Source: an optimization exercise on an open RTL-to-GDS flow (aim: small area and a short achievable clock period). Production flows keep margins and buffers that such runs may drop. No functional check of the RTL was part of any run shown here. Power figures rest on the tool's default switching activity, not on a simulated workload.

==> flow/design.v (outline; a module is shown in full before it is edited, if it fits) <==
// module top: 21 lines
// module roba_mid: 17 lines
// module roba_expx: 43 lines
// module roba_expy: 29 lines
// module roba_por: 20 lines
// module roba_in: 185 lines
// module roba_sha: 137 lines
// module roba_shb: 121 lines
// module roba_add: 339 lines
// module g_inv: 1 lines
// module g_nand2: 1 lines
// module g_nor2: 1 lines
// module g_xor2: 1 lines
// module g_xnor2: 1 lines
// module g_a21oi: 1 lines
// module g_o21ai: 1 lines
// module g_o22ai: 1 lines
// module g_nor3: 1 lines
// module g_nor4: 1 lines
// module g_and4: 1 lines
// module g_and2: 1 lines
// module g_nand3: 1 lines
// module g_nand4: 1 lines
// module g_a22o: 1 lines
// module g_a31oi: 1 lines
// module g_a41oi: 1 lines
module top (
    input             clk,
    input      [15:0] x,
    input      [15:0] y,
    output reg [31:0] Q_p
);
  // ...
==> flow/flow/run.sh <==
#!/bin/bash
# Own layout flow: the standard ORFS flow with these changes:
#  - synthesis keeps the modules named in KEEP (flattened again at the end, as the standard flow's script
#    does) so that ABC maps each with a script of its own (ABC_PLAN: module:script pairs);
#  - ports get PORT_BUF buffers;
#  - timing repair aims SETUP_MARGIN ns below the clock period.
# Every tool's output goes to a log file in the work folder (and ORFS's own logs under orfs/logs).
set -euo pipefail
WORK=$(pwd)
FLOWDIR=$WORK/flow
source $FLOWDIR/settings.sh

cp config.mk my_config.mk
cat >> my_config.mk <<EOC
export SETUP_SLACK_MARGIN = ${SETUP_MARGIN}
export TNS_END_PERCENT = 100
export BUFFER_PORTS_ARGS = -buffer_cell ${PORT_BUF}
export SYNTH_KEEP_MODULES = ${KEEP:-}
EOC
[ -n "${EXTRA_MK:-}" ] && printf '%b\n' "$EXTRA_MK" >> my_config.mk

# synthesis script: the standard flow's, with abc run once per module of ABC_PLAN, each with its own script
{
  echo "proc abc {args} {"
  echo "  set i [lsearch -exact \$args -script]"
  echo "  foreach {mod scr} {${ABC_PLAN}} {"
  echo "    set a \$args"
  echo "    lset a [expr {\$i + 1}] $FLOWDIR/\$scr"
  echo "    yosys abc {*}\$a \$mod"
  echo "  }"
  echo "}"
  cat synth_recipe.tcl
} > my_synth.tcl

make -C "$FLOW_HOME" DESIGN_CONFIG=$WORK/my_config.mk WORK_HOME=$WORK/orfs CLKGATE_MAP_FILE= \
  SYNTH_SCRIPT=$WORK/my_synth.tcl finish > $WORK/make_finish.log 2>&1

RES=$WORK/orfs/results/$FLOW_PLATFORM/top/base
: # left out here: write the final layout as DEF
==> flow/flow/amap.abc <==
strash; dch -f; amap
==> flow/flow/exp.abc <==
strash; dch -f; map -D 900; topo; buffer -N 8; upsize -D 900; dnsize -D 900; stime -p
==> flow/flow/gate.abc <==
strash; map -a
==> flow/flow/settings.sh <==
SETUP_MARGIN=9.5
PORT_BUF=sky130_fd_sc_hd__buf_1
KEEP="roba_expx roba_expy g_a21oi g_inv g_nand2 g_nor2 g_nor3 g_o21ai g_o22ai g_xnor2 g_xor2 "
ABC_PLAN="roba_expx exp.abc roba_expy exp.abc g_* gate.abc top amap.abc"
EXTRA_MK='export ADDER_MAP_FILE =
export CTS_BUF_LIST = sky130_fd_sc_hd__clkbuf_8
export CTS_CLUSTER_SIZE = 32
export CTS_CLUSTER_DIAMETER = 60
export SKIP_GATE_CLONING = 1'
==> flow/standard.sh <==
#!/bin/bash
# synth_recipe.tcl (not shown) runs the flow's synth.tcl, then flattens the netlist and writes it again
# the make line also repeats each setting of config.mk as NAME=value (left out here)
make -C /OpenROAD-flow-scripts/flow DESIGN_CONFIG=/design/flow/config.mk WORK_HOME=/design/flow/orfs CLKGATE_MAP_FILE= SYNTH_SCRIPT=/design/flow/synth_recipe.tcl "${@:-finish}"
==> flow/config.mk <==
export PLATFORM = sky130hd
export DESIGN_NAME = top
export DESIGN_NICKNAME = top
export VERILOG_FILES = /design/flow/design.v
export SDC_FILE = /design/flow/constraint.sdc
export NUM_CORES = 8
export LEC_CHECK = 0
export CAP_MARGIN = 20
export CORE_MARGIN = 2
export CORE_UTILIZATION = 40
export SLEW_MARGIN = 20
==> flow/constraint.sdc <==
create_clock -name core_clock -period 14.0 [get_ports {clk}]
set_input_delay 2.8000 -clock core_clock [delete_from_list [all_inputs] [get_ports {clk}]]
set_output_delay 2.8000 -clock core_clock [all_outputs]
set_load 0.01 [all_outputs]
==> results.py, run 1 <==
metrics = {
    "run_status": {
        "outcome": "no timing/DRC/antenna violations",
    },
    "logic_synthesis": {
        "synthMuxAreaShare": 0,
        "synthAdderAreaFrac": 0,
        "synth_top_area_frac": 0.232,
        "synth.area.top_cells": "dfxtp_1 (23%), xnor2_1 (14%), o22ai_1 (14%), nor2_1 (9.9%), nand2_1 (8.3%)",
        "synth.cell_area_sq_mm": 0.00561,
        "yosys.area_share.simple": 0.240,
        "ys_ff_latch": 65,
    },
    "setup_path": {
        "worst-r2r-cell-count": 19,
        "crit_buf_inv": 3,
    },
    "floorplan": {
        "pin_count": 65,
    },
    "global_route": {
        "globalRouteOverflowTotal": 0,
        "use_met1": 0.264,
        "grt_pass1_vias": 5216,
        "grt_pass1_wl_mm": 24.3,
    },
    "clock_tree": {
        "htree_levels": 3,
        "cts_hold_buffers": 0,
        "clock_path_buffers": 2,
    },
    "final_layout": {
        "design_area_sq_mm": 0.00661,
        "top_regs": "Q_p x32, ax_r x16, ay_r x16",
        "fillCellCount": 1509,
        "dominant_cells": "multi-input gates",
        "area_growth_pct": 17.9,
        "clockBufferCount": 10,
        "drive_gt1_frac": 0.0919,
    },
    "timing": {
        "final.setup.worst_slack_ns": 9.81,
        "drv_slew": 0,
        "fmax_ghz": 0.239,
    },
    "drt": {
        "highest_layer": "met4",
    },
    "power": {
        "p_switching_uw": 372,
        "p_int_uw": 507,
        "p_per_area_mw_per_mm2": 133,
        "clockPowerShare": 0.181,
        "powerComb_uw": 461,
    },
    "placed_design": {
        "gp_congestion": 0.903,
    },
    "worst_hold_path": {
        "worstHoldStart": "s_r",
    },
}
==> module roba_mid, before the edit <==
module roba_mid (
    input  [15:0] ax,
    input  [15:0] ay,
    input         s,
    output [30:0] p
);
  wire        nzx = |ax;
  wire        nzy = |ay;
  wire [3:0]  ex, ey;
  wire [13:0] dx;
  roba_expx rx (.a(ax), .nz(nzy), .e(ex), .d(dx));
  roba_expy ry (.a(ay), .e(ey));
  wire [30:0] A, B;
  roba_sha sha (.d(ay & {16{nzx}}), .e(ex), .o(A));    
  roba_shb shb (.d(dx), .e(ey), .o(B));                 
  roba_add add (.a(A), .b(B), .inv(s), .s(p));
endmodule
==> module roba_expx, before the edit <==
module roba_expx (
    input  [15:0] a,
    input         nz,
    output [3:0]  e,
    output [13:0] d
);
  wire [15:0] m;
  wire [15:0] ar, orr;    
  genvar j;
  generate
    for (j = 0; j < 16; j = j + 1) begin : g_r
      assign ar[j] = a[15-j];
      assign m[15-j] = (j == 0) ? 1'b0 : orr[j-1];
    end
  endgenerate
  roba_por #(.N(16)) por (.i(ar), .o(orr));
  wire [16:1] ge;
  assign ge[1]  = m[0];
  assign ge[2]  = m[1];
  generate
    for (j = 3; j < 16; j = j + 1) begin : g_ge
      assign ge[j] = m[j-1] | (a[j-1] & a[j-2]);
    end
  endgenerate
  assign ge[16] = 1'b0;
  assign e[3] = ge[8];
  assign e[2] = ge[4] & ~ge[8] | ge[12];
  assign e[1] = ge[2] & ~ge[4] | ge[6] & ~ge[8] | ge[10] & ~ge[12] | ge[14];
  assign e[0] = ge[1] & ~ge[2] | ge[3] & ~ge[4] | ge[5] & ~ge[6] | ge[7] & ~ge[8]
              | ge[9] & ~ge[10] | ge[11] & ~ge[12] | ge[13] & ~ge[14] | ge[15];
  wire [15:3] upt;
  generate
    for (j = 3; j < 16; j = j + 1) begin : g_up
      assign upt[j] = a[j-1] & a[j-2] & ~m[j-1];
    end
  endgenerate
  wire up = |upt;
  generate
    for (j = 0; j < 14; j = j + 1) begin : g_d
      assign d[j] = nz & (m[j] ? a[j] : up);
    end
  endgenerate
endmodule
==> run 2: changes to the inputs <==
--- a/flow/design.v
+++ b/flow/design.v
@@ -25,65 +25,55 @@
     input  [15:0] ay,
     input         s,
     output [30:0] p
 );
   wire        nzx = |ax;
   wire        nzy = |ay;
   wire [3:0]  ex, ey;
   wire [13:0] dx;
-  roba_expx rx (.a(ax), .nz(nzy), .e(ex), .d(dx));
+  wire [13:0] mx;
+  roba_expx rx (.a(ax), .e(ex), .m(mx));
+  roba_upd  ux (.a(ax), .m(mx), .nz(nzy), .d(dx));
   roba_expy ry (.a(ay), .e(ey));
   wire [30:0] A, B;
   roba_sha sha (.d(ay & {16{nzx}}), .e(ex), .o(A));    
   roba_shb shb (.d(dx), .e(ey), .o(B));                 
   roba_add add (.a(A), .b(B), .inv(s), .s(p));
 endmodule
 module roba_expx (
     input  [15:0] a,
-    input         nz,
     output [3:0]  e,
-    output [13:0] d
+    output [13:0] m
 );
-  wire [15:0] m;
+  wire [15:0] mw;
   wire [15:0] ar, orr;    
   genvar j;
   generate
     for (j = 0; j < 16; j = j + 1) begin : g_r
       assign ar[j] = a[15-j];
-      assign m[15-j] = (j == 0) ? 1'b0 : orr[j-1];
+      assign mw[15-j] = (j == 0) ? 1'b0 : orr[j-1];
     end
   endgenerate
   roba_por #(.N(16)) por (.i(ar), .o(orr));
   wire [16:1] ge;
-  assign ge[1]  = m[0];
-  assign ge[2]  = m[1];
+  assign ge[1]  = mw[0];
+  assign ge[2]  = mw[1];
   generate
     for (j = 3; j < 16; j = j + 1) begin : g_ge
-      assign ge[j] = m[j-1] | (a[j-1] & a[j-2]);
+      assign ge[j] = mw[j-1] | (a[j-1] & a[j-2]);
     end
   endgenerate
   assign ge[16] = 1'b0;
   assign e[3] = ge[8];
   assign e[2] = ge[4] & ~ge[8] | ge[12];
   assign e[1] = ge[2] & ~ge[4] | ge[6] & ~ge[8] | ge[10] & ~ge[12] | ge[14];
   assign e[0] = ge[1] & ~ge[2] | ge[3] & ~ge[4] | ge[5] & ~ge[6] | ge[7] & ~ge[8]
               | ge[9] & ~ge[10] | ge[11] & ~ge[12] | ge[13] & ~ge[14] | ge[15];
-  wire [15:3] upt;
-  generate
-    for (j = 3; j < 16; j = j + 1) begin : g_up
-      assign upt[j] = a[j-1] & a[j-2] & ~m[j-1];
-    end
-  endgenerate
-  wire up = |upt;
-  generate
-    for (j = 0; j < 14; j = j + 1) begin : g_d
-      assign d[j] = nz & (m[j] ? a[j] : up);
-    end
-  endgenerate
+  assign m = mw[13:0];
 endmodule
 module roba_expy (
     input  [15:0] a,
     output [3:0]  e
 );
   wire [15:0] m;
   wire [15:0] ar, orr;    
   genvar j;
@@ -309,270 +299,491 @@
   assign ay[10] = a_130;
   assign ay[11] = a_132;
   assign ay[12] = a_134;
   assign ay[13] = a_136;
   assign ay[14] = a_138;
   assign ay[15] = a_140;
   g_nor3 gs (sx_141, i_142, i_143, s);
 endmodule
+module roba_upd (
+    input  [15:0] a,
+    input  [13:0] m,
+    input         nz,
+    output [13:0] d
+);
+  wire v_1, v_2, i_3, u_4, v_5, i_6, u_7, v_8, i_9, u_10, v_11, i_12, u_13, v_14, i_15, u_16, v_17, i_18, u_19, v_20, i_21, u_22, v_23, u_24, v_25, i_26, u_27, v_28, i_29, u_30, v_31, i_32, u_33, v_34, i_35, u_36, v_37, i_38, u_39, v_40, i_41, u_42, nzn_43, mg_44, ag_45, d_46, mg_47, ag_48, d_49, mg_50, ag_51, d_52, mg_53, ag_54, d_55, mg_56, ag_57, d_58, mg_59, ag_60, d_61, mg_62, ag_63, d_64, mg_65, ag_66, d_67, mg_68, ag_69, d_70, mg_71, ag_72, d_73, mg_74, ag_75, d_76, mg_77, ag_78, d_79, mg_80, ag_81, d_82, mg_83, ag_84, d_85;
+  g_nor2 u1 (a[1], a[0], v_1);
+  g_nor2 u2 (a[3], a[2], v_2);
+  g_inv u3 (a[3], i_3);
+  g_o22ai u4 (a[2], i_3, a[1], a[3], u_4);
+  g_nor2 u5 (a[5], a[4], v_5);
+  g_inv u6 (a[5], i_6);
+  g_o22ai u7 (a[4], i_6, a[3], a[5], u_7);
+  g_nor2 u8 (a[7], a[6], v_8);
+  g_inv u9 (a[7], i_9);
+  g_o22ai u10 (a[6], i_9, a[5], a[7], u_10);
+  g_nor2 u11 (a[9], a[8], v_11);
+  g_inv u12 (a[9], i_12);
+  g_o22ai u13 (a[8], i_12, a[7], a[9], u_13);
+  g_nor2 u14 (a[11], a[10], v_14);
+  g_inv u15 (a[11], i_15);
+  g_o22ai u16 (a[10], i_15, a[9], a[11], u_16);
+  g_nor2 u17 (a[13], a[12], v_17);
+  g_inv u18 (a[13], i_18);
+  g_o22ai u19 (a[12], i_18, a[11], a[13], u_19);
+  g_nor2 u20 (a[15], a[14], v_20);
+  g_inv u21 (a[15], i_21);
+  g_o22ai u22 (a[14], i_21, a[13], a[15], u_22);
+  g_nand2 u23 (v_2, v_1, v_23);
+  g_nor2 u24 (v_2, u_4, u_24);
+  g_nand2 u25 (v_8, v_5, v_25);
+  g_inv u26 (v_8, i_26);
+  g_o22ai u27 (u_10, v_8, u_7, i_26, u_27);
+  g_nand2 u28 (v_14, v_11, v_28);
+  g_inv u29 (v_14, i_29);
+  g_o22ai u30 (u_16, v_14, u_13, i_29, u_30);
+  g_nand2 u31 (v_20, v_17, v_31);
+  g_inv u32 (v_20, i_32);
+  g_o22ai u33 (u_22, v_20, u_19, i_32, u_33);
+  g_nor2 u34 (v_25, v_23, v_34);
+  g_inv u35 (v_25, i_35);
+  g_o22ai u36 (u_27, i_35, u_24, v_25, u_36);
+  g_nor2 u37 (v_31, v_28, v_37);
+  g_inv u38 (v_31, i_38);
+  g_o22ai u39 (u_33, i_38, u_30, v_31, u_39);
+  g_nand2 u40 (v_37, v_34, v_40);
+  g_inv u41 (v_37, i_41);
+  g_o22ai u42 (u_39, v_37, u_36, i_41, u_42);
+  g_inv u43 (nz, nzn_43);
+  g_nor2 u44 (m[0], nzn_43, mg_44);
+  g_and2 u45 (a[0], nz, ag_45);
+  g_a22o u46 (m[0], ag_45, mg_44, u_42, d_46);
+  g_nor2 u47 (m[1], nzn_43, mg_47);
+  g_and2 u48 (a[1], nz, ag_48);
+  g_a22o u49 (m[1], ag_48, mg_47, u_42, d_49);
+  g_nor2 u50 (m[2], nzn_43, mg_50);
+  g_and2 u51 (a[2], nz, ag_51);
+  g_a22o u52 (m[2], ag_51, mg_50, u_42, d_52);
+  g_nor2 u53 (m[3], nzn_43, mg_53);
+  g_and2 u54 (a[3], nz, ag_54);
+  g_a22o u55 (m[3], ag_54, mg_53, u_42, d_55);
+  g_nor2 u56 (m[4], nzn_43, mg_56);
+  g_and2 u57 (a[4], nz, ag_57);
+  g_a22o u58 (m[4], ag_57, mg_56, u_42, d_58);
+  g_nor2 u59 (m[5], nzn_43, mg_59);
+  g_and2 u60 (a[5], nz, ag_60);
+  g_a22o u61 (m[5], ag_60, mg_59, u_42, d_61);
+  g_nor2 u62 (m[6], nzn_43, mg_62);
+  g_and2 u63 (a[6], nz, ag_63);
+  g_a22o u64 (m[6], ag_63, mg_62, u_42, d_64);
+  g_nor2 u65 (m[7], nzn_43, mg_65);
+  g_and2 u66 (a[7], nz, ag_66);
+  g_a22o u67 (m[7], ag_66, mg_65, u_42, d_67);
+  g_nor2 u68 (m[8], nzn_43, mg_68);
+  g_and2 u69 (a[8], nz, ag_69);
+  g_a22o u70 (m[8], ag_69, mg_68, u_42, d_70);
+  g_nor2 u71 (m[9], nzn_43, mg_71);
+  g_and2 u72 (a[9], nz, ag_72);
+  g_a22o u73 (m[9], ag_72, mg_71, u_42, d_73);
+  g_nor2 u74 (m[10], nzn_43, mg_74);
+  g_and2 u75 (a[10], nz, ag_75);
+  g_a22o u76 (m[10], ag_75, mg_74, u_42, d_76);
+  g_nor2 u77 (m[11], nzn_43, mg_77);
+  g_and2 u78 (a[11], nz, ag_78);
+  g_a22o u79 (m[11], ag_78, mg_77, u_42, d_79);
+  g_nor2 u80 (m[12], nzn_43, mg_80);
+  g_and2 u81 (a[12], nz, ag_81);
+  g_a22o u82 (m[12], ag_81, mg_80, u_42, d_82);
+  g_nor2 u83 (m[13], nzn_43, mg_83);
+  g_and2 u84 (a[13], nz, ag_84);
+  g_a22o u85 (m[13], ag_84, mg_83, u_42, d_85);
+  assign d[0] = d_46;
+  assign d[1] = d_49;
+  assign d[2] = d_52;
+  assign d[3] = d_55;
+  assign d[4] = d_58;
+  assign d[5] = d_61;
+  assign d[6] = d_64;
+  assign d[7] = d_67;
+  assign d[8] = d_70;
+  assign d[9] = d_73;
+  assign d[10] = d_76;
+  assign d[11] = d_79;
+  assign d[12] = d_82;
+  assign d[13] = d_85;
+endmodule
 module roba_sha (
     input  [15:0] d,
     input  [3:0]  e,
     output [30:0] o
 );
-  wire en_1, en_2, en_3, en_4, sh_5, sh_6, sh_7, sh_8, sh_9, sh_10, sh_11, sh_12, sh_13, sh_14, sh_15, sh_16, sh_17, sh_18, sh_19, sh_20, sh_21, sh_22, sh_23, sh_24, sh_25, sh_26, sh_27, sh_28, sh_29, sh_30, sh_31, sh_32, sh_33, sh_34, sh_35, sh_36, sh_37, sh_38, sh_39, sh_40, sh_41, sh_42, sh_43, sh_44, sh_45, sh_46, sh_47, sh_48, sh_49, sh_50, sh_51, sh_52, sh_53, sh_54, sh_55, sh_56, sh_57, sh_58, sh_59, sh_60, sh_61, sh_62, sh_63, sh_64, sh_65, sh_66, sh_67, sh_68, sh_69, sh_70, sh_71, sh_72, sh_73, sh_74, sh_75, sh_76, sh_77, sh_78, sh_79, sh_80, sh_81, sh_82, sh_83, sh_84, sh_85, sh_86, sh_87, sh_88, sh_89, sh_90, sh_91, sh_92, sh_93, sh_94, sh_95, sh_96, sh_97, sh_98, sh_99;
-  g_inv u1 (e[1], en_1);
-  g_inv u2 (e[0], en_2);
-  g_inv u3 (e[3], en_3);
-  g_inv u4 (e[2], en_4);
-  g_nand2 u5 (en_1, d[0], sh_5);
-  g_nand2 u6 (en_1, d[1], sh_6);
-  g_o22ai u7 (d[0], en_1, d[2], e[1], sh_7);
-  g_o22ai u8 (d[1], en_1, d[3], e[1], sh_8);
-  g_o22ai u9 (d[2], en_1, d[4], e[1], sh_9);
-  g_o22ai u10 (d[3], en_1, d[5], e[1], sh_10);
-  g_o22ai u11 (d[4], en_1, d[6], e[1], sh_11);
-  g_o22ai u12 (d[5], en_1, d[7], e[1], sh_12);
-  g_o22ai u13 (d[6], en_1, d[8], e[1], sh_13);
-  g_o22ai u14 (d[7], en_1, d[9], e[1], sh_14);
-  g_o22ai u15 (d[8], en_1, d[10], e[1], sh_15);
-  g_o22ai u16 (d[9], en_1, d[11], e[1], sh_16);
-  g_o22ai u17 (d[10], en_1, d[12], e[1], sh_17);
-  g_o22ai u18 (d[11], en_1, d[13], e[1], sh_18);
-  g_o22ai u19 (d[12], en_1, d[14], e[1], sh_19);
-  g_o22ai u20 (d[13], en_1, d[15], e[1], sh_20);
-  g_nand2 u21 (e[1], d[14], sh_21);
-  g_nand2 u22 (e[1], d[15], sh_22);
-  g_nor2 u23 (e[0], sh_5, sh_23);
-  g_o22ai u24 (sh_5, en_2, sh_6, e[0], sh_24);
-  g_o22ai u25 (sh_6, en_2, sh_7, e[0], sh_25);
-  g_o22ai u26 (sh_7, en_2, sh_8, e[0], sh_26);
-  g_o22ai u27 (sh_8, en_2, sh_9, e[0], sh_27);
-  g_o22ai u28 (sh_9, en_2, sh_10, e[0], sh_28);
-  g_o22ai u29 (sh_10, en_2, sh_11, e[0], sh_29);
-  g_o22ai u30 (sh_11, en_2, sh_12, e[0], sh_30);
-  g_o22ai u31 (sh_12, en_2, sh_13, e[0], sh_31);
-  g_o22ai u32 (sh_13, en_2, sh_14, e[0], sh_32);
-  g_o22ai u33 (sh_14, en_2, sh_15, e[0], sh_33);
-  g_o22ai u34 (sh_15, en_2, sh_16, e[0], sh_34);
-  g_o22ai u35 (sh_16, en_2, sh_17, e[0], sh_35);
-  g_o22ai u36 (sh_17, en_2, sh_18, e[0], sh_36);
-  g_o22ai u37 (sh_18, en_2, sh_19, e[0], sh_37);
-  g_o22ai u38 (sh_19, en_2, sh_20, e[0], sh_38);
-  g_o22ai u39 (sh_20, en_2, sh_21, e[0], sh_39);
-  g_o22ai u40 (sh_21, en_2, sh_22, e[0], sh_40);
-  g_nor2 u41 (en_2, sh_22, sh_41);
-  g_nand2 u42 (en_3, sh_23, sh_42);
-  g_nand2 u43 (en_3, sh_24, sh_43);
-  g_nand2 u44 (en_3, sh_25, sh_44);
-  g_nand2 u45 (en_3, sh_26, sh_45);
-  g_nand2 u46 (en_3, sh_27, sh_46);
-  g_nand2 u47 (en_3, sh_28, sh_47);
-  g_nand2 u48 (en_3, sh_29, sh_48);
-  g_nand2 u49 (en_3, sh_30, sh_49);
-  g_o22ai u50 (sh_23, en_3, sh_31, e[3], sh_50);
-  g_o22ai u51 (sh_24, en_3, sh_32, e[3], sh_51);
-  g_o22ai u52 (sh_25, en_3, sh_33, e[3], sh_52);
-  g_o22ai u53 (sh_26, en_3, sh_34, e[3], sh_53);
-  g_o22ai u54 (sh_27, en_3, sh_35, e[3], sh_54);
-  g_o22ai u55 (sh_28, en_3, sh_36, e[3], sh_55);
-  g_o22ai u56 (sh_29, en_3, sh_37, e[3], sh_56);
-  g_o22ai u57 (sh_30, en_3, sh_38, e[3], sh_57);
-  g_o22ai u58 (sh_31, en_3, sh_39, e[3], sh_58);
-  g_o22ai u59 (sh_32, en_3, sh_40, e[3], sh_59);
-  g_o22ai u60 (sh_33, en_3, sh_41, e[3], sh_60);
-  g_nand2 u61 (e[3], sh_34, sh_61);
-  g_nand2 u62 (e[3], sh_35, sh_62);
-  g_nand2 u63 (e[3], sh_36, sh_63);
-  g_nand2 u64 (e[3], sh_37, sh_64);
-  g_nand2 u65 (e[3], sh_38, sh_65);
-  g_nand2 u66 (e[3], sh_39, sh_66);
-  g_nand2 u67 (e[3], sh_40, sh_67);
-  g_nand2 u68 (e[3], sh_41, sh_68);
-  g_nor2 u69 (e[2], sh_42, sh_69);
-  g_nor2 u70 (e[2], sh_43, sh_70);
-  g_nor2 u71 (e[2], sh_44, sh_71);
-  g_nor2 u72 (e[2], sh_45, sh_72);
-  g_o22ai u73 (sh_42, en_4, sh_46, e[2], sh_73);
-  g_o22ai u74 (sh_43, en_4, sh_47, e[2], sh_74);
-  g_o22ai u75 (sh_44, en_4, sh_48, e[2], sh_75);
-  g_o22ai u76 (sh_45, en_4, sh_49, e[2], sh_76);
-  g_o22ai u77 (sh_46, en_4, sh_50, e[2], sh_77);
-  g_o22ai u78 (sh_47, en_4, sh_51, e[2], sh_78);
-  g_o22ai u79 (sh_48, en_4, sh_52, e[2], sh_79);
-  g_o22ai u80 (sh_49, en_4, sh_53, e[2], sh_80);
-  g_o22ai u81 (sh_50, en_4, sh_54, e[2], sh_81);
-  g_o22ai u82 (sh_51, en_4, sh_55, e[2], sh_82);
-  g_o22ai u83 (sh_52, en_4, sh_56, e[2], sh_83);
-  g_o22ai u84 (sh_53, en_4, sh_57, e[2], sh_84);
-  g_o22ai u85 (sh_54, en_4, sh_58, e[2], sh_85);
-  g_o22ai u86 (sh_55, en_4, sh_59, e[2], sh_86);
-  g_o22ai u87 (sh_56, en_4, sh_60, e[2], sh_87);
-  g_o22ai u88 (sh_57, en_4, sh_61, e[2], sh_88);
-  g_o22ai u89 (sh_58, en_4, sh_62, e[2], sh_89);
-  g_o22ai u90 (sh_59, en_4, sh_63, e[2], sh_90);
-  g_o22ai u91 (sh_60, en_4, sh_64, e[2], sh_91);
-  g_o22ai u92 (sh_61, en_4, sh_65, e[2], sh_92);
-  g_o22ai u93 (sh_62, en_4, sh_66, e[2], sh_93);
-  g_o22ai u94 (sh_63, en_4, sh_67, e[2], sh_94);
-  g_o22ai u95 (sh_64, en_4, sh_68, e[2], sh_95);
-  g_nor2 u96 (en_4, sh_65, sh_96);
-  g_nor2 u97 (en_4, sh_66, sh_97);
-  g_nor2 u98 (en_4, sh_67, sh_98);
-  g_nor2 u99 (en_4, sh_68, sh_99);
-  assign o[0] = sh_69;
-  assign o[1] = sh_70;
-  assign o[2] = sh_71;
-  assign o[3] = sh_72;
-  assign o[4] = sh_73;
-  assign o[5] = sh_74;
-  assign o[6] = sh_75;
-  assign o[7] = sh_76;
-  assign o[8] = sh_77;
-  assign o[9] = sh_78;
-  assign o[10] = sh_79;
-  assign o[11] = sh_80;
-  assign o[12] = sh_81;
-  assign o[13] = sh_82;
-  assign o[14] = sh_83;
-  assign o[15] = sh_84;
-  assign o[16] = sh_85;
-  assign o[17] = sh_86;
-  assign o[18] = sh_87;
-  assign o[19] = sh_88;
-  assign o[20] = sh_89;
-  assign o[21] = sh_90;
-  assign o[22] = sh_91;
-  assign o[23] = sh_92;
-  assign o[24] = sh_93;
-  assign o[25] = sh_94;
-  assign o[26] = sh_95;
-  assign o[27] = sh_96;
-  assign o[28] = sh_97;
-  assign o[29] = sh_98;
-  assign o[30] = sh_99;
+  wire sn_1, sh_2, sh_3, sh_4, sh_5, sh_6, sh_7, sh_8, sh_9, sn_10, sb_11, s_12, sh_13, sh_14, sh_15, sh_16, sh_17, sh_18, sh_19, sh_20, sb_21, s_22, sh_23, sh_24, sh_25, sh_26, sh_27, sh_28, sh_29, sh_30, sb_31, s_32, sh_33, sh_34, sh_35, sh_36, sn_37, sh_38, sh_39, sh_40, sh_41, sb_42, s_43, sh_44, sh_45, sh_46, sh_47, sn_48, sh_49, sh_50, sh_51, sh_52, sb_53, s_54, sh_55, sh_56, sh_57, sh_58, sn_59, sh_60, sh_61, sh_62, sh_63, sh_64, sh_65, sh_66, sh_67, sn_68, sh_69, sh_70, sb_71, s_72, sh_73, sh_74, sh_75, sh_76, sh_77, sh_78, sn_79, sh_80, sh_81, sb_82, s_83, sh_84, sh_85, sh_86, sh_87, sh_88, sh_89, sn_90, sh_91, sh_92, sb_93, s_94, sh_95, sh_96, sh_97, sh_98, sh_99, sh_100, sn_101, sh_102, sh_103, sb_104, s_105, sh_106, sh_107, sh_108, sh_109, sb_110, s_111, sh_112, sn_113, sh_114, sh_115, sh_116, sh_117, sh_118, sh_119, sh_120, sb_121, s_122, sh_123, sn_124, sh_125, sh_126, sh_127, sh_128, sh_129, sh_130, sh_131, sb_132, s_133, sh_134, sn_135, sh_136, sh_137, sh_138, sh_139, sh_140, sh_141, sh_142, sb_143, s_144, sh_145, sn_146, sh_147, sh_148, sh_149, sh_150, sh_151, sh_152;
+  g_inv u1 (e[3], sn_1);
+  g_nand2 u2 (sn_1, d[0], sh_2);
+  g_nand2 u3 (sn_1, d[1], sh_3);
+  g_nand2 u4 (sn_1, d[2], sh_4);
+  g_nand2 u5 (sn_1, d[3], sh_5);
+  g_nand2 u6 (sn_1, d[4], sh_6);
+  g_nand2 u7 (sn_1, d[5], sh_7);
+  g_nand2 u8 (sn_1, d[6], sh_8);
+  g_nand2 u9 (sn_1, d[7], sh_9);
+  g_inv u10 (e[3], sn_10);
+  g_inv u11 (e[3], sb_11);
+  g_inv u12 (sb_11, s_12);
+  g_o22ai u13 (d[0], sn_10, d[8], s_12, sh_13);
+  g_o22ai u14 (d[1], sn_10, d[9], s_12, sh_14);
+  g_o22ai u15 (d[2], sn_10, d[10], s_12, sh_15);
+  g_o22ai u16 (d[3], sn_10, d[11], s_12, sh_16);
+  g_o22ai u17 (d[4], sn_10, d[12], s_12, sh_17);
+  g_o22ai u18 (d[5], sn_10, d[13], s_12, sh_18);
+  g_o22ai u19 (d[6], sn_10, d[14], s_12, sh_19);
+  g_o22ai u20 (d[7], sn_10, d[15], s_12, sh_20);
+  g_inv u21 (e[3], sb_21);
+  g_inv u22 (sb_21, s_22);
+  g_nand2 u23 (s_22, d[8], sh_23);
+  g_nand2 u24 (s_22, d[9], sh_24);
+  g_nand2 u25 (s_22, d[10], sh_25);
+  g_nand2 u26 (s_22, d[11], sh_26);
+  g_nand2 u27 (s_22, d[12], sh_27);
+  g_nand2 u28 (s_22, d[13], sh_28);
+  g_nand2 u29 (s_22, d[14], sh_29);
+  g_nand2 u30 (s_22, d[15], sh_30);
+  g_inv u31 (e[2], sb_31);
+  g_inv u32 (sb_31, s_32);
+  g_nor2 u33 (s_32, sh_2, sh_33);
+  g_nor2 u34 (s_32, sh_3, sh_34);
+  g_nor2 u35 (s_32, sh_4, sh_35);
+  g_nor2 u36 (s_32, sh_5, sh_36);
+  g_inv u37 (e[2], sn_37);
+  g_o22ai u38 (sh_2, sn_37, sh_6, s_32, sh_38);
+  g_o22ai u39 (sh_3, sn_37, sh_7, s_32, sh_39);
+  g_o22ai u40 (sh_4, sn_37, sh_8, s_32, sh_40);
+  g_o22ai u41 (sh_5, sn_37, sh_9, s_32, sh_41);
+  g_inv u42 (e[2], sb_42);
+  g_inv u43 (sb_42, s_43);
+  g_o22ai u44 (sh_6, sn_37, sh_13, s_43, sh_44);
+  g_o22ai u45 (sh_7, sn_37, sh_14, s_43, sh_45);
+  g_o22ai u46 (sh_8, sn_37, sh_15, s_43, sh_46);
+  g_o22ai u47 (sh_9, sn_37, sh_16, s_43, sh_47);
+  g_inv u48 (e[2], sn_48);
+  g_o22ai u49 (sh_13, sn_48, sh_17, s_43, sh_49);
+  g_o22ai u50 (sh_14, sn_48, sh_18, s_43, sh_50);
+  g_o22ai u51 (sh_15, sn_48, sh_19, s_43, sh_51);
+  g_o22ai u52 (sh_16, sn_48, sh_20, s_43, sh_52);
+  g_inv u53 (e[2], sb_53);
+  g_inv u54 (sb_53, s_54);
+  g_o22ai u55 (sh_17, sn_48, sh_23, s_54, sh_55);
+  g_o22ai u56 (sh_18, sn_48, sh_24, s_54, sh_56);
+  g_o22ai u57 (sh_19, sn_48, sh_25, s_54, sh_57);
+  g_o22ai u58 (sh_20, sn_48, sh_26, s_54, sh_58);
+  g_inv u59 (e[2], sn_59);
+  g_o22ai u60 (sh_23, sn_59, sh_27, s_54, sh_60);
+  g_o22ai u61 (sh_24, sn_59, sh_28, s_54, sh_61);
+  g_o22ai u62 (sh_25, sn_59, sh_29, s_54, sh_62);
+  g_o22ai u63 (sh_26, sn_59, sh_30, s_54, sh_63);
+  g_nor2 u64 (sn_59, sh_27, sh_64);
+  g_nor2 u65 (sn_59, sh_28, sh_65);
+  g_nor2 u66 (sn_59, sh_29, sh_66);
+  g_nor2 u67 (sn_59, sh_30, sh_67);
+  g_inv u68 (e[1], sn_68);
+  g_nand2 u69 (sn_68, sh_33, sh_69);
+  g_nand2 u70 (sn_68, sh_34, sh_70);
+  g_inv u71 (e[1], sb_71);
+  g_inv u72 (sb_71, s_72);
+  g_o22ai u73 (sh_33, sn_68, sh_35, s_72, sh_73);
+  g_o22ai u74 (sh_34, sn_68, sh_36, s_72, sh_74);
+  g_o22ai u75 (sh_35, sn_68, sh_38, s_72, sh_75);
+  g_o22ai u76 (sh_36, sn_68, sh_39, s_72, sh_76);
+  g_o22ai u77 (sh_38, sn_68, sh_40, s_72, sh_77);
+  g_o22ai u78 (sh_39, sn_68, sh_41, s_72, sh_78);
+  g_inv u79 (e[1], sn_79);
+  g_o22ai u80 (sh_40, sn_79, sh_44, s_72, sh_80);
+  g_o22ai u81 (sh_41, sn_79, sh_45, s_72, sh_81);
+  g_inv u82 (e[1], sb_82);
+  g_inv u83 (sb_82, s_83);
+  g_o22ai u84 (sh_44, sn_79, sh_46, s_83, sh_84);
+  g_o22ai u85 (sh_45, sn_79, sh_47, s_83, sh_85);
+  g_o22ai u86 (sh_46, sn_79, sh_49, s_83, sh_86);
+  g_o22ai u87 (sh_47, sn_79, sh_50, s_83, sh_87);
+  g_o22ai u88 (sh_49, sn_79, sh_51, s_83, sh_88);
+  g_o22ai u89 (sh_50, sn_79, sh_52, s_83, sh_89);
+  g_inv u90 (e[1], sn_90);
+  g_o22ai u91 (sh_51, sn_90, sh_55, s_83, sh_91);
+  g_o22ai u92 (sh_52, sn_90, sh_56, s_83, sh_92);
+  g_inv u93 (e[1], sb_93);
+  g_inv u94 (sb_93, s_94);
+  g_o22ai u95 (sh_55, sn_90, sh_57, s_94, sh_95);
+  g_o22ai u96 (sh_56, sn_90, sh_58, s_94, sh_96);
+  g_o22ai u97 (sh_57, sn_90, sh_60, s_94, sh_97);
+  g_o22ai u98 (sh_58, sn_90, sh_61, s_94, sh_98);
+  g_o22ai u99 (sh_60, sn_90, sh_62, s_94, sh_99);
+  g_o22ai u100 (sh_61, sn_90, sh_63, s_94, sh_100);
+  g_inv u101 (e[1], sn_101);
+  g_o22ai u102 (sh_62, sn_101, sh_64, s_94, sh_102);
+  g_o22ai u103 (sh_63, sn_101, sh_65, s_94, sh_103);
+  g_inv u104 (e[1], sb_104);
+  g_inv u105 (sb_104, s_105);
+  g_o22ai u106 (sh_64, sn_101, sh_66, s_105, sh_106);
+  g_o22ai u107 (sh_65, sn_101, sh_67, s_105, sh_107);
+  g_nand2 u108 (s_105, sh_66, sh_108);
+  g_nand2 u109 (s_105, sh_67, sh_109);
+  g_inv u110 (e[0], sb_110);
+  g_inv u111 (sb_110, s_111);
+  g_nor2 u112 (s_111, sh_69, sh_112);
+  g_inv u113 (e[0], sn_113);
+  g_o22ai u114 (sh_69, sn_113, sh_70, s_111, sh_114);
+  g_o22ai u115 (sh_70, sn_113, sh_73, s_111, sh_115);
+  g_o22ai u116 (sh_73, sn_113, sh_74, s_111, sh_116);
+  g_o22ai u117 (sh_74, sn_113, sh_75, s_111, sh_117);
+  g_o22ai u118 (sh_75, sn_113, sh_76, s_111, sh_118);
+  g_o22ai u119 (sh_76, sn_113, sh_77, s_111, sh_119);
+  g_o22ai u120 (sh_77, sn_113, sh_78, s_111, sh_120);
+  g_inv u121 (e[0], sb_121);
+  g_inv u122 (sb_121, s_122);
+  g_o22ai u123 (sh_78, sn_113, sh_80, s_122, sh_123);
+  g_inv u124 (e[0], sn_124);
+  g_o22ai u125 (sh_80, sn_124, sh_81, s_122, sh_125);
+  g_o22ai u126 (sh_81, sn_124, sh_84, s_122, sh_126);
+  g_o22ai u127 (sh_84, sn_124, sh_85, s_122, sh_127);
+  g_o22ai u128 (sh_85, sn_124, sh_86, s_122, sh_128);
+  g_o22ai u129 (sh_86, sn_124, sh_87, s_122, sh_129);
+  g_o22ai u130 (sh_87, sn_124, sh_88, s_122, sh_130);
+  g_o22ai u131 (sh_88, sn_124, sh_89, s_122, sh_131);
+  g_inv u132 (e[0], sb_132);
+  g_inv u133 (sb_132, s_133);
+  g_o22ai u134 (sh_89, sn_124, sh_91, s_133, sh_134);
+  g_inv u135 (e[0], sn_135);
+  g_o22ai u136 (sh_91, sn_135, sh_92, s_133, sh_136);
+  g_o22ai u137 (sh_92, sn_135, sh_95, s_133, sh_137);
+  g_o22ai u138 (sh_95, sn_135, sh_96, s_133, sh_138);
+  g_o22ai u139 (sh_96, sn_135, sh_97, s_133, sh_139);
+  g_o22ai u140 (sh_97, sn_135, sh_98, s_133, sh_140);
+  g_o22ai u141 (sh_98, sn_135, sh_99, s_133, sh_141);
+  g_o22ai u142 (sh_99, sn_135, sh_100, s_133, sh_142);
+  g_inv u143 (e[0], sb_143);
+  g_inv u144 (sb_143, s_144);
+  g_o22ai u145 (sh_100, sn_135, sh_102, s_144, sh_145);
+  g_inv u146 (e[0], sn_146);
+  g_o22ai u147 (sh_102, sn_146, sh_103, s_144, sh_147);
+  g_o22ai u148 (sh_103, sn_146, sh_106, s_144, sh_148);
+  g_o22ai u149 (sh_106, sn_146, sh_107, s_144, sh_149);
+  g_o22ai u150 (sh_107, sn_146, sh_108, s_144, sh_150);
+  g_o22ai u151 (sh_108, sn_146, sh_109, s_144, sh_151);
+  g_nor2 u152 (sn_146, sh_109, sh_152);
+  assign o[0] = sh_112;
+  assign o[1] = sh_114;
+  assign o[2] = sh_115;
+  assign o[3] = sh_116;
+  assign o[4] = sh_117;
+  assign o[5] = sh_118;
+  assign o[6] = sh_119;
+  assign o[7] = sh_120;
+  assign o[8] = sh_123;
+  assign o[9] = sh_125;
+  assign o[10] = sh_126;
+  assign o[11] = sh_127;
+  assign o[12] = sh_128;
+  assign o[13] = sh_129;
+  assign o[14] = sh_130;
+  assign o[15] = sh_131;
+  assign o[16] = sh_134;
+  assign o[17] = sh_136;
+  assign o[18] = sh_137;
+  assign o[19] = sh_138;
+  assign o[20] = sh_139;
+  assign o[21] = sh_140;
+  assign o[22] = sh_141;
+  assign o[23] = sh_142;
+  assign o[24] = sh_145;
+  assign o[25] = sh_147;
+  assign o[26] = sh_148;
+  assign o[27] = sh_149;
+  assign o[28] = sh_150;
+  assign o[29] = sh_151;
+  assign o[30] = sh_152;
 endmodule
 module roba_shb (
     input  [13:0] d,
     input  [3:0]  e,
     output [30:0] o
 );
-  wire en_1, en_2, en_3, en_4, sn_5, sh_6, sh_7, sh_8, sh_9, sh_10, sh_11, sh_12, sh_13, sh_14, sh_15, sh_16, sh_17, sh_18, sh_19, sh_20, sh_21, sh_22, sh_23, sh_24, sh_25, sh_26, sh_27, sh_28, sh_29, sh_30, sh_31, sh_32, sh_33, sh_34, sh_35, sh_36, sh_37, sh_38, sh_39, sh_40, sh_41, sh_42, sh_43, sh_44, sh_45, sh_46, sh_47, sh_48, sh_49, sh_50, sh_51, sh_52, sh_53, sh_54, sh_55, sh_56, sh_57, sh_58, sh_59, sh_60, sh_61, sh_62, sh_63, sh_64, sh_65, sh_66, sh_67, sh_68, sh_69, sh_70, sh_71, sh_72, sh_73, sh_74, sh_75, sh_76, sh_77, sh_78, sh_79, sh_80, sh_81, sh_82, sh_83;
-  g_inv u1 (e[0], en_1);
-  g_inv u2 (e[1], en_2);
-  g_inv u3 (e[2], en_3);
-  g_inv u4 (e[3], en_4);
-  g_inv u5 (d[13], sn_5);
-  g_nand2 u6 (en_1, d[0], sh_6);
-  g_o22ai u7 (d[0], en_1, d[1], e[0], sh_7);
-  g_o22ai u8 (d[1], en_1, d[2], e[0], sh_8);
-  g_o22ai u9 (d[2], en_1, d[3], e[0], sh_9);
-  g_o22ai u10 (d[3], en_1, d[4], e[0], sh_10);
-  g_o22ai u11 (d[4], en_1, d[5], e[0], sh_11);
-  g_o22ai u12 (d[5], en_1, d[6], e[0], sh_12);
-  g_o22ai u13 (d[6], en_1, d[7], e[0], sh_13);
-  g_o22ai u14 (d[7], en_1, d[8], e[0], sh_14);
-  g_o22ai u15 (d[8], en_1, d[9], e[0], sh_15);
-  g_o22ai u16 (d[9], en_1, d[10], e[0], sh_16);
-  g_o22ai u17 (d[10], en_1, d[11], e[0], sh_17);
-  g_o22ai u18 (d[11], en_1, d[12], e[0], sh_18);
-  g_o22ai u19 (d[12], en_1, d[13], e[0], sh_19);
-  g_nor2 u20 (e[1], sh_6, sh_20);
-  g_nor2 u21 (e[1], sh_7, sh_21);
-  g_o22ai u22 (sh_6, en_2, sh_8, e[1], sh_22);
-  g_o22ai u23 (sh_7, en_2, sh_9, e[1], sh_23);
-  g_o22ai u24 (sh_8, en_2, sh_10, e[1], sh_24);
-  g_o22ai u25 (sh_9, en_2, sh_11, e[1], sh_25);
-  g_o22ai u26 (sh_10, en_2, sh_12, e[1], sh_26);
-  g_o22ai u27 (sh_11, en_2, sh_13, e[1], sh_27);
-  g_o22ai u28 (sh_12, en_2, sh_14, e[1], sh_28);
-  g_o22ai u29 (sh_13, en_2, sh_15, e[1], sh_29);
-  g_o22ai u30 (sh_14, en_2, sh_16, e[1], sh_30);
-  g_o22ai u31 (sh_15, en_2, sh_17, e[1], sh_31);
-  g_o22ai u32 (sh_16, en_2, sh_18, e[1], sh_32);
-  g_o22ai u33 (sh_17, en_2, sh_19, e[1], sh_33);
-  g_o22ai u34 (sh_18, en_2, sn_5, e[1], sh_34);
-  g_o22ai u35 (sh_19, en_2, sn_5, e[1], sh_35);
-  g_nand2 u36 (en_3, sh_20, sh_36);
-  g_nand2 u37 (en_3, sh_21, sh_37);
-  g_nand2 u38 (en_3, sh_22, sh_38);
-  g_nand2 u39 (en_3, sh_23, sh_39);
-  g_o22ai u40 (sh_20, en_3, sh_24, e[2], sh_40);
-  g_o22ai u41 (sh_21, en_3, sh_25, e[2], sh_41);
-  g_o22ai u42 (sh_22, en_3, sh_26, e[2], sh_42);
-  g_o22ai u43 (sh_23, en_3, sh_27, e[2], sh_43);
-  g_o22ai u44 (sh_24, en_3, sh_28, e[2], sh_44);
-  g_o22ai u45 (sh_25, en_3, sh_29, e[2], sh_45);
-  g_o22ai u46 (sh_26, en_3, sh_30, e[2], sh_46);
-  g_o22ai u47 (sh_27, en_3, sh_31, e[2], sh_47);
-  g_o22ai u48 (sh_28, en_3, sh_32, e[2], sh_48);
-  g_o22ai u49 (sh_29, en_3, sh_33, e[2], sh_49);
-  g_o22ai u50 (sh_30, en_3, sh_34, e[2], sh_50);
-  g_o22ai u51 (sh_31, en_3, sh_35, e[2], sh_51);
-  g_o22ai u52 (sh_32, en_3, d[13], e[2], sh_52);
-  g_o22ai u53 (sh_33, en_3, d[13], e[2], sh_53);
-  g_o22ai u54 (sh_34, en_3, d[13], e[2], sh_54);
-  g_o22ai u55 (sh_35, en_3, d[13], e[2], sh_55);
-  g_nor2 u56 (e[3], sh_36, sh_56);
-  g_nor2 u57 (e[3], sh_37, sh_57);
-  g_nor2 u58 (e[3], sh_38, sh_58);
-  g_nor2 u59 (e[3], sh_39, sh_59);
-  g_nor2 u60 (e[3], sh_40, sh_60);
-  g_nor2 u61 (e[3], sh_41, sh_61);
-  g_nor2 u62 (e[3], sh_42, sh_62);
-  g_nor2 u63 (e[3], sh_43, sh_63);
-  g_o22ai u64 (sh_36, en_4, sh_44, e[3], sh_64);
-  g_o22ai u65 (sh_37, en_4, sh_45, e[3], sh_65);
-  g_o22ai u66 (sh_38, en_4, sh_46, e[3], sh_66);
-  g_o22ai u67 (sh_39, en_4, sh_47, e[3], sh_67);
-  g_o22ai u68 (sh_40, en_4, sh_48, e[3], sh_68);
-  g_o22ai u69 (sh_41, en_4, sh_49, e[3], sh_69);
-  g_o22ai u70 (sh_42, en_4, sh_50, e[3], sh_70);
-  g_o22ai u71 (sh_43, en_4, sh_51, e[3], sh_71);
-  g_o22ai u72 (sh_44, en_4, sh_52, e[3], sh_72);
-  g_o22ai u73 (sh_45, en_4, sh_53, e[3], sh_73);
-  g_o22ai u74 (sh_46, en_4, sh_54, e[3], sh_74);
-  g_o22ai u75 (sh_47, en_4, sh_55, e[3], sh_75);
-  g_o22ai u76 (sh_48, en_4, sn_5, e[3], sh_76);
-  g_o22ai u77 (sh_49, en_4, sn_5, e[3], sh_77);
-  g_o22ai u78 (sh_50, en_4, sn_5, e[3], sh_78);
-  g_o22ai u79 (sh_51, en_4, sn_5, e[3], sh_79);
-  g_o22ai u80 (sh_52, en_4, sn_5, e[3], sh_80);
-  g_o22ai u81 (sh_53, en_4, sn_5, e[3], sh_81);
-  g_o22ai u82 (sh_54, en_4, sn_5, e[3], sh_82);
-  g_o22ai u83 (sh_55, en_4, sn_5, e[3], sh_83);
-  assign o[0] = sh_56;
-  assign o[1] = sh_57;
-  assign o[2] = sh_58;
-  assign o[3] = sh_59;
-  assign o[4] = sh_60;
-  assign o[5] = sh_61;
-  assign o[6] = sh_62;
-  assign o[7] = sh_63;
-  assign o[8] = sh_64;
-  assign o[9] = sh_65;
-  assign o[10] = sh_66;
-  assign o[11] = sh_67;
-  assign o[12] = sh_68;
-  assign o[13] = sh_69;
-  assign o[14] = sh_70;
-  assign o[15] = sh_71;
-  assign o[16] = sh_72;
-  assign o[17] = sh_73;
-  assign o[18] = sh_74;
-  assign o[19] = sh_75;
-  assign o[20] = sh_76;
-  assign o[21] = sh_77;
-  assign o[22] = sh_78;
-  assign o[23] = sh_79;
-  assign o[24] = sh_80;
-  assign o[25] = sh_81;
-  assign o[26] = sh_82;
-  assign o[27] = sh_83;
+  wire sn_1, sn_2, sh_3, sh_4, sh_5, sh_6, sh_7, sh_8, sh_9, sh_10, sn_11, sb_12, s_13, sh_14, sh_15, sh_16, sh_17, sh_18, sh_19, sh_20, sh_21, sn_22, sb_23, s_24, sh_25, sh_26, sh_27, sh_28, sh_29, sb_30, s_31, sh_32, sh_33, sh_34, sh_35, sn_36, sh_37, sh_38, sh_39, sh_40, sb_41, s_42, sh_43, sh_44, sh_45, sh_46, sn_47, sh_48, sh_49, sh_50, sh_51, sb_52, s_53, sh_54, sh_55, sh_56, sh_57, sn_58, sh_59, sh_60, sh_61, sh_62, sb_63, s_64, sh_65, sn_66, sh_67, sh_68, sb_69, s_70, sh_71, sh_72, sh_73, sh_74, sh_75, sh_76, sn_77, sh_78, sh_79, sb_80, s_81, sh_82, sh_83, sh_84, sh_85, sh_86, sh_87, sn_88, sh_89, sh_90, sb_91, s_92, sh_93, sh_94, sh_95, sh_96, sh_97, sh_98, sn_99, sh_100, sh_101, sb_102, s_103, sh_104, sb_105, s_106, sh_107, sn_108, sh_109, sh_110, sh_111, sh_112, sh_113, sh_114, sh_115, sb_116, s_117, sh_118, sn_119, sh_120, sh_121, sh_122, sh_123, sh_124, sh_125, sh_126, sb_127, s_128, sh_129, sn_130, sh_131, sh_132, sh_133, sh_134, sh_135, sh_136, sh_137, sb_138, s_139, sh_140, sn_141, sh_142, sh_143, sh_144;
+  g_inv u1 (d[13], sn_1);
+  g_inv u2 (e[3], sn_2);
+  g_nand2 u3 (sn_2, d[0], sh_3);
+  g_nand2 u4 (sn_2, d[1], sh_4);
+  g_nand2 u5 (sn_2, d[2], sh_5);
+  g_nand2 u6 (sn_2, d[3], sh_6);
+  g_nand2 u7 (sn_2, d[4], sh_7);
+  g_nand2 u8 (sn_2, d[5], sh_8);
+  g_nand2 u9 (sn_2, d[6], sh_9);
+  g_nand2 u10 (sn_2, d[7], sh_10);
+  g_inv u11 (e[3], sn_11);
+  g_inv u12 (e[3], sb_12);
+  g_inv u13 (sb_12, s_13);
+  g_o22ai u14 (d[0], sn_11, d[8], s_13, sh_14);
+  g_o22ai u15 (d[1], sn_11, d[9], s_13, sh_15);
+  g_o22ai u16 (d[2], sn_11, d[10], s_13, sh_16);
+  g_o22ai u17 (d[3], sn_11, d[11], s_13, sh_17);
+  g_o22ai u18 (d[4], sn_11, d[12], s_13, sh_18);
+  g_o22ai u19 (d[5], sn_11, d[13], s_13, sh_19);
+  g_o22ai u20 (d[6], sn_11, d[13], s_13, sh_20);
+  g_o22ai u21 (d[7], sn_11, d[13], s_13, sh_21);
+  g_inv u22 (e[3], sn_22);
+  g_inv u23 (e[3], sb_23);
+  g_inv u24 (sb_23, s_24);
+  g_o22ai u25 (d[8], sn_22, d[13], s_24, sh_25);
+  g_o22ai u26 (d[9], sn_22, d[13], s_24, sh_26);
+  g_o22ai u27 (d[10], sn_22, d[13], s_24, sh_27);
+  g_o22ai u28 (d[11], sn_22, d[13], s_24, sh_28);
+  g_o22ai u29 (d[12], sn_22, d[13], s_24, sh_29);
+  g_inv u30 (e[2], sb_30);
+  g_inv u31 (sb_30, s_31);
+  g_nor2 u32 (s_31, sh_3, sh_32);
+  g_nor2 u33 (s_31, sh_4, sh_33);
+  g_nor2 u34 (s_31, sh_5, sh_34);
+  g_nor2 u35 (s_31, sh_6, sh_35);
+  g_inv u36 (e[2], sn_36);
+  g_o22ai u37 (sh_3, sn_36, sh_7, s_31, sh_37);
+  g_o22ai u38 (sh_4, sn_36, sh_8, s_31, sh_38);
+  g_o22ai u39 (sh_5, sn_36, sh_9, s_31, sh_39);
+  g_o22ai u40 (sh_6, sn_36, sh_10, s_31, sh_40);
+  g_inv u41 (e[2], sb_41);
+  g_inv u42 (sb_41, s_42);
+  g_o22ai u43 (sh_7, sn_36, sh_14, s_42, sh_43);
+  g_o22ai u44 (sh_8, sn_36, sh_15, s_42, sh_44);
+  g_o22ai u45 (sh_9, sn_36, sh_16, s_42, sh_45);
+  g_o22ai u46 (sh_10, sn_36, sh_17, s_42, sh_46);
+  g_inv u47 (e[2], sn_47);
+  g_o22ai u48 (sh_14, sn_47, sh_18, s_42, sh_48);
+  g_o22ai u49 (sh_15, sn_47, sh_19, s_42, sh_49);
+  g_o22ai u50 (sh_16, sn_47, sh_20, s_42, sh_50);
+  g_o22ai u51 (sh_17, sn_47, sh_21, s_42, sh_51);
+  g_inv u52 (e[2], sb_52);
+  g_inv u53 (sb_52, s_53);
+  g_o22ai u54 (sh_18, sn_47, sh_25, s_53, sh_54);
+  g_o22ai u55 (sh_19, sn_47, sh_26, s_53, sh_55);
+  g_o22ai u56 (sh_20, sn_47, sh_27, s_53, sh_56);
+  g_o22ai u57 (sh_21, sn_47, sh_28, s_53, sh_57);
+  g_inv u58 (e[2], sn_58);
+  g_o22ai u59 (sh_25, sn_58, sh_29, s_53, sh_59);
+  g_o22ai u60 (sh_26, sn_58, sn_1, s_53, sh_60);
+  g_o22ai u61 (sh_27, sn_58, sn_1, s_53, sh_61);
+  g_o22ai u62 (sh_28, sn_58, sn_1, s_53, sh_62);
+  g_inv u63 (e[2], sb_63);
+  g_inv u64 (sb_63, s_64);
+  g_o22ai u65 (sh_29, sn_58, sn_1, s_64, sh_65);
+  g_inv u66 (e[1], sn_66);
+  g_nand2 u67 (sn_66, sh_32, sh_67);
+  g_nand2 u68 (sn_66, sh_33, sh_68);
+  g_inv u69 (e[1], sb_69);
+  g_inv u70 (sb_69, s_70);
+  g_o22ai u71 (sh_32, sn_66, sh_34, s_70, sh_71);
+  g_o22ai u72 (sh_33, sn_66, sh_35, s_70, sh_72);
+  g_o22ai u73 (sh_34, sn_66, sh_37, s_70, sh_73);
+  g_o22ai u74 (sh_35, sn_66, sh_38, s_70, sh_74);
+  g_o22ai u75 (sh_37, sn_66, sh_39, s_70, sh_75);
+  g_o22ai u76 (sh_38, sn_66, sh_40, s_70, sh_76);
+  g_inv u77 (e[1], sn_77);
+  g_o22ai u78 (sh_39, sn_77, sh_43, s_70, sh_78);
+  g_o22ai u79 (sh_40, sn_77, sh_44, s_70, sh_79);
+  g_inv u80 (e[1], sb_80);
+  g_inv u81 (sb_80, s_81);
+  g_o22ai u82 (sh_43, sn_77, sh_45, s_81, sh_82);
+  g_o22ai u83 (sh_44, sn_77, sh_46, s_81, sh_83);
+  g_o22ai u84 (sh_45, sn_77, sh_48, s_81, sh_84);
+  g_o22ai u85 (sh_46, sn_77, sh_49, s_81, sh_85);
+  g_o22ai u86 (sh_48, sn_77, sh_50, s_81, sh_86);
+  g_o22ai u87 (sh_49, sn_77, sh_51, s_81, sh_87);
+  g_inv u88 (e[1], sn_88);
+  g_o22ai u89 (sh_50, sn_88, sh_54, s_81, sh_89);
+  g_o22ai u90 (sh_51, sn_88, sh_55, s_81, sh_90);
+  g_inv u91 (e[1], sb_91);
+  g_inv u92 (sb_91, s_92);
+  g_o22ai u93 (sh_54, sn_88, sh_56, s_92, sh_93);
+  g_o22ai u94 (sh_55, sn_88, sh_57, s_92, sh_94);
+  g_o22ai u95 (sh_56, sn_88, sh_59, s_92, sh_95);
+  g_o22ai u96 (sh_57, sn_88, sh_60, s_92, sh_96);
+  g_o22ai u97 (sh_59, sn_88, sh_61, s_92, sh_97);
+  g_o22ai u98 (sh_60, sn_88, sh_62, s_92, sh_98);
+  g_inv u99 (e[1], sn_99);
+  g_o22ai u100 (sh_61, sn_99, sh_65, s_92, sh_100);
+  g_o22ai u101 (sh_62, sn_99, d[13], s_92, sh_101);
+  g_inv u102 (e[1], sb_102);
+  g_inv u103 (sb_102, s_103);
+  g_o22ai u104 (sh_65, sn_99, d[13], s_103, sh_104);
+  g_inv u105 (e[0], sb_105);
+  g_inv u106 (sb_105, s_106);
+  g_nor2 u107 (s_106, sh_67, sh_107);
+  g_inv u108 (e[0], sn_108);
+  g_o22ai u109 (sh_67, sn_108, sh_68, s_106, sh_109);
+  g_o22ai u110 (sh_68, sn_108, sh_71, s_106, sh_110);
+  g_o22ai u111 (sh_71, sn_108, sh_72, s_106, sh_111);
+  g_o22ai u112 (sh_72, sn_108, sh_73, s_106, sh_112);
+  g_o22ai u113 (sh_73, sn_108, sh_74, s_106, sh_113);
+  g_o22ai u114 (sh_74, sn_108, sh_75, s_106, sh_114);
+  g_o22ai u115 (sh_75, sn_108, sh_76, s_106, sh_115);
+  g_inv u116 (e[0], sb_116);
+  g_inv u117 (sb_116, s_117);
+  g_o22ai u118 (sh_76, sn_108, sh_78, s_117, sh_118);
+  g_inv u119 (e[0], sn_119);
+  g_o22ai u120 (sh_78, sn_119, sh_79, s_117, sh_120);
+  g_o22ai u121 (sh_79, sn_119, sh_82, s_117, sh_121);
+  g_o22ai u122 (sh_82, sn_119, sh_83, s_117, sh_122);
+  g_o22ai u123 (sh_83, sn_119, sh_84, s_117, sh_123);
+  g_o22ai u124 (sh_84, sn_119, sh_85, s_117, sh_124);
+  g_o22ai u125 (sh_85, sn_119, sh_86, s_117, sh_125);
+  g_o22ai u126 (sh_86, sn_119, sh_87, s_117, sh_126);
+  g_inv u127 (e[0], sb_127);
+  g_inv u128 (sb_127, s_128);
+  g_o22ai u129 (sh_87, sn_119, sh_89, s_128, sh_129);
+  g_inv u130 (e[0], sn_130);
+  g_o22ai u131 (sh_89, sn_130, sh_90, s_128, sh_131);
+  g_o22ai u132 (sh_90, sn_130, sh_93, s_128, sh_132);
+  g_o22ai u133 (sh_93, sn_130, sh_94, s_128, sh_133);
+  g_o22ai u134 (sh_94, sn_130, sh_95, s_128, sh_134);
+  g_o22ai u135 (sh_95, sn_130, sh_96, s_128, sh_135);
+  g_o22ai u136 (sh_96, sn_130, sh_97, s_128, sh_136);
+  g_o22ai u137 (sh_97, sn_130, sh_98, s_128, sh_137);
+  g_inv u138 (e[0], sb_138);
+  g_inv u139 (sb_138, s_139);
+  g_o22ai u140 (sh_98, sn_130, sh_100, s_139, sh_140);
+  g_inv u141 (e[0], sn_141);
+  g_o22ai u142 (sh_100, sn_141, sh_101, s_139, sh_142);
+  g_o22ai u143 (sh_101, sn_141, sh_104, s_139, sh_143);
+  g_o22ai u144 (sh_104, sn_141, sn_1, s_139, sh_144);
+  assign o[0] = sh_107;
+  assign o[1] = sh_109;
+  assign o[2] = sh_110;
+  assign o[3] = sh_111;
+  assign o[4] = sh_112;
+  assign o[5] = sh_113;
+  assign o[6] = sh_114;
+  assign o[7] = sh_115;
+  assign o[8] = sh_118;
+  assign o[9] = sh_120;
+  assign o[10] = sh_121;
+  assign o[11] = sh_122;
+  assign o[12] = sh_123;
+  assign o[13] = sh_124;
+  assign o[14] = sh_125;
+  assign o[15] = sh_126;
+  assign o[16] = sh_129;
+  assign o[17] = sh_131;
+  assign o[18] = sh_132;
+  assign o[19] = sh_133;
+  assign o[20] = sh_134;
+  assign o[21] = sh_135;
+  assign o[22] = sh_136;
+  assign o[23] = sh_137;
+  assign o[24] = sh_140;
+  assign o[25] = sh_142;
+  assign o[26] = sh_143;
+  assign o[27] = sh_144;
   assign o[28] = d[13];
   assign o[29] = d[13];
   assign o[30] = d[13];
 endmodule
 module roba_add (
     input  [30:0] a,
     input  [30:0] b,
     input         inv,
==> flow/flow/settings.sh (replaced) <==
SETUP_MARGIN=9.5
PORT_BUF=sky130_fd_sc_hd__buf_1
KEEP="roba_expx roba_expy g_a21oi g_a22o g_and2 g_inv g_nand2 g_nor2 g_nor3 g_o21ai g_o22ai g_xnor2 g_xor2 "
ABC_PLAN="roba_expx exp.abc roba_expy exp.abc g_* gate.abc top amap.abc"
EXTRA_MK='export ADDER_MAP_FILE =
export CTS_BUF_LIST = sky130_fd_sc_hd__clkbuf_8
export CTS_CLUSTER_SIZE = 32
export CTS_CLUSTER_DIAMETER = 60
export SKIP_GATE_CLONING = 1'
==> run 2 against run 1 <==
Effect of this change: still clean on timing, DRC and antenna; total power rose by 10%; synthesized cell count rose by 18%; via count rose by 15%; non-clock buffer count fell by 9; first-iteration DRC count rose by 4.4%; clock power rose by 17%; clock skew rose by 0.0010 ns; sequential cell count did not move; critical path type unchanged; largest power group unchanged; highest routed layer unchanged.
==> results.py, run 2 <==
metrics = {
    "global_route": {
        "grtUsageTotal": 0.201,
        "grt_pass1_wl_mm": 27.8,
        "grt_max_degree": 33,
        "globalRouteOverflowTotal": 0,
        "antenna_found_initial": 0,
        "grt_pass1_vias": 5939,
    },
    "logic_synthesis": {
        "synth_fp_nets": 1032,
        "ys_ff_latch": 65,
        "avgSynthCellArea_sq_um": 6.35,
        "dominantRegCellSynth": "dfxtp_1",
        "ys_warn_count": 2,
        "synth_top_family_by_area": "compound AO/OA/AOI/OAI gates",
        "async_reset_ff_frac": 0,
        "synth.cell_area_sq_mm": 0.00635,
        "synth_top_area_cell": "dfxtp_1",
        "synth.most_common_cell": "o22ai_1",
        "synthMuxAreaShare": 0,
        "synth.distinct_cells": 38,
        "synth_top_area_frac": 0.205,
        "synth_edf_count": 0,
        "synth_compound_area_frac": 0.290,
        "yosys.area_share.simple": 0.242,
        "synth_common_cells": "o22ai_1 (182), nor2_1 (160), clkinv_1 (138), nand2_1 (134), xnor2_1 (92)",
        "synthAdderAreaFrac": 0,
        "synth_seq_area_share": 0.205,
        "synthCells": 999,
        "synthXorXnorAreaFrac": 0.170,
        "synth.area.top_cells": "dfxtp_1 (21%), o22ai_1 (18%), xnor2_1 (13%), nor2_1 (9.5%), clkinv_1 (8.2%)",
    },
    "power": {
        "seqPwrFrac": 0.280,
        "p_switching_uw": 407,
        "p_int_uw": 562,
        "leakage_nw": 2.48,
        "p_per_area_mw_per_mm2": 135,
        "p_total_uw": 969,
        "clockPowerShare": 0.191,
        "swShare": 0.420,
        "p_comb_frac": 0.528,
        "vdd_drop_max_uv": 44.2,
    },
    "final_layout": {
        "top_regs": "Q_p x32, ax_r x16, ay_r x16",
        "fin_nets": 1111,
        "final_common_cell": "o22ai_1",
        "largest_reg_flops": 32,
        "final_cell_mix": "o22ai_1 (182), nor2_1 (160), clkinv_1 (133), nand2_1 (133), xnor2_1 (92)",
        "drive_gt1_frac": 0.0720,
        "largest-register": "Q_p",
        "diodes": 0,
        "area_growth_pct": 13.2,
        "final_cells": 1299,
    },
    "flow_run": {
        "max_cap_violations": 0,
    },
    "drt": {
        "postRouteAntennaNets": 0,
        "drcViolationCount": 0,
        "wl_mm": 16.6,
        "drt_iter0_markers": 493,
        "dr.pass1.iters": 5,
        "vias": 6840,
        "wl_per_cell_microns": 12.8,
        "vias_per_cell": 5.27,
    },
    "timing": {
        "final.min_clock_period_ns": 4.09,
        "setup-tns-final_ns": 0,
        "drv_slew": 0,
        "skew_ns": 0.0156,
        "worstMarginPinSlew_ns": 1.05,
        "setup_viol": 0,
        "fmax_ghz": 0.245,
        "fin_crit_sh": 0.292,
        "rsz0062_at_grt": "no",
        "hold_violations": 0,
        "slew_headroom": 0.297,
    },
    "setup_path": {
        "slowest_stage": "dfxtp_1",
        "criticalPathCategory": "flop to flop",
        "worstSetupStartpointType": "flop",
        "cp.required_ns": 14.25,
        "cp_cell_sequence": "inv_1, nand3_4, inv_2, nand2_1, nor2_1, a31oi_1, o2111a_1, o2111ai_4, clkinv_1, clkinv_1, o22ai_1, nor2_1, o21ai_1, a21oi_2, o21ai_2, a21oi_1, buf_4, clkinvlp_4, a21oi_1, xnor2_1",
        "worst_ep_arrival_time_ns": 4.34,
        "cp-end-kind": "flop",
        "path_max_fanout": 9,
        "critPathMaxStageDelay_ns": 0.49,
    },
    "floorplan": {
        "core_area_sq_mm": 0.0157,
        "initial_core_util": 0.404,
        "num_rows": 46,
        "dieHeight_microns": 130,
        "dieArea_sq_mm": 0.0169,
        "die_width_microns": 130,
        "pin_count": 65,
    },
    "clock_tree": {
        "clkSlewWorstSetupHoldPaths_ns": 0.07,
        "clock_path_buffers": 2,
        "clock_sinks": 65,
        "htree_levels": 3,
        "cts_hold_buffers": 0,
        "cts_buffers": 9,
        "cts_tree": "yes",
        "cts_root_buf": "clkbuf_8",
        "clk_latency_ns": 0.37,
    },
    "run_status": {
        "outcome": "no timing/DRC/antenna violations",
    },
    "worst_hold_path": {
        "worstHoldPathType": "flop to flop",
    },
    "placed_design": {
        "gp_congestion": 0.920,
        "port_buffers": 64,
        "dp.cells": 1281,
        "dp_hpwl_mm": 13.3,
    },
}
-- run 2: cell count changes in the layout (fill, tap and decap cells not counted), moves of 11 or more --
| cell | change |
|---|---|
| o21ai_0 | -15 |
| clkinv_1 | +89 |
| nor2_1 | +15 |
| and2_2 | +14 |
| o22ai_1 | +67 |
| a22o_2 | +13 |
| a41oi_1 | -11 |
| o22ai_2 | -13 |
| nand2_1 | +11 |
-- run 2: routing by layer --
layer,track usage,share of wire,vias up
li1,-,-,3581
met1,0.276,0.49,3031
met2,0.323,0.44,206
met3,0.0357,0.055,22
met4,0.0569,0.017,0
met5,0,0,-
-- run 2: worst max-delay path: cells and delay by family (launching register included) --
| family | cells | cell delay [ns] |
|---|---|---|
| AO/OA/AOI/OAI | 9 | 2.16 |
| XOR/XNOR | 1 | 0.13 |
| buffers and inverters | 6 | 0.82 |
| flip-flops | 1 | 0.49 |
| AND/OR/NAND/NOR | 4 | 0.38 |
-- run 2: logic make-up (layout without fill, tap and decap cells) --
| kind of cell | count (synthesis) | count (layout) |
|---|---|---|
| compound gates | 300 | 300 |
| xor+xnor | 123 | 123 |
| buf+inv | 158 | 242 |
| flops | 65 | 65 |
| simple gates | 353 | 353 |
-- run 2: final timing paths --
check	from	to	slack, ns	cells after the start
max	ax_r[13]	Q_p[18]	9.91	20
min	s_r	Q_p[31]	0.89	0
max reg2reg	ax_r[13]	Q_p[18]	9.91	20
min reg2reg	s_r	Q_p[31]	0.89	0
-- run 2: repair_timing --
| action | in CTS | in global routing |
|---|---|---|
| hold endpoints to repair | 0 | 0 |
| buffers inserted | 0 | 2 |
| gates resized for setup | 6 | 16 |
| setup endpoints to repair | 23 | 19 |
| pin swaps | 0 | 2 |
-- run 2: cell type report --
type / instances / area (sq um)
multi-input cells: 776 / 4520
clock buffers: 11 / 151
clock inverters: 5 / 77.6
flip-flops and latches: 65 / 1300
inverters: 158 / 599
fillers: 1681 / 8530
well taps: 216 / 270
repair buffers: 68 / 270
-- run 2: per-module statistics from Yosys (local to each module, per instance), excerpt --
module,cells inside,flip-flops and latches
g_nor2,1,0
g_and2,1,0
g_inv,1,0
g_nand2,1,0
g_a22o,1,0
roba_expy,43,0
g_o21ai,1,0
g_o22ai,1,0
top,91,65
g_xnor2,1,0
g_nor3,1,0
-- run 2: metrics by stage --
| step | setup WS [ns] | hold slack [ns] | utilization | instance area, sq um |
|---|---|---|---|---|
| after floorplan | 10.02 | 0.844 | - | 6350 |
| after global placement | 9.08 | 0.888 | 0.437 | 6870 |
| after detailed placement | 8.92 | 0.891 | 0.438 | 6880 |
| after CTS | 9.55 | 0.900 | 0.453 | 7120 |
| after global routing | 9.50 | 0.936 | 0.457 | 7190 |
| final | 9.91 | 0.893 | 0.457 | 7190 |
-- run 2: power groups by stage --
stage | Combinational (mW) | Sequential (mW) | Clock [mW]
finish | 0.512 | 0.272 | 0.186
global route | 0.580 | 0.280 | 0.199
CTS | 0.507 | 0.272 | 0.191
detailed placement | 0.505 | 0.277 | 0
global placement | 0.503 | 0.276 | 0
floorplan | 0.374 | 0.295 | 0
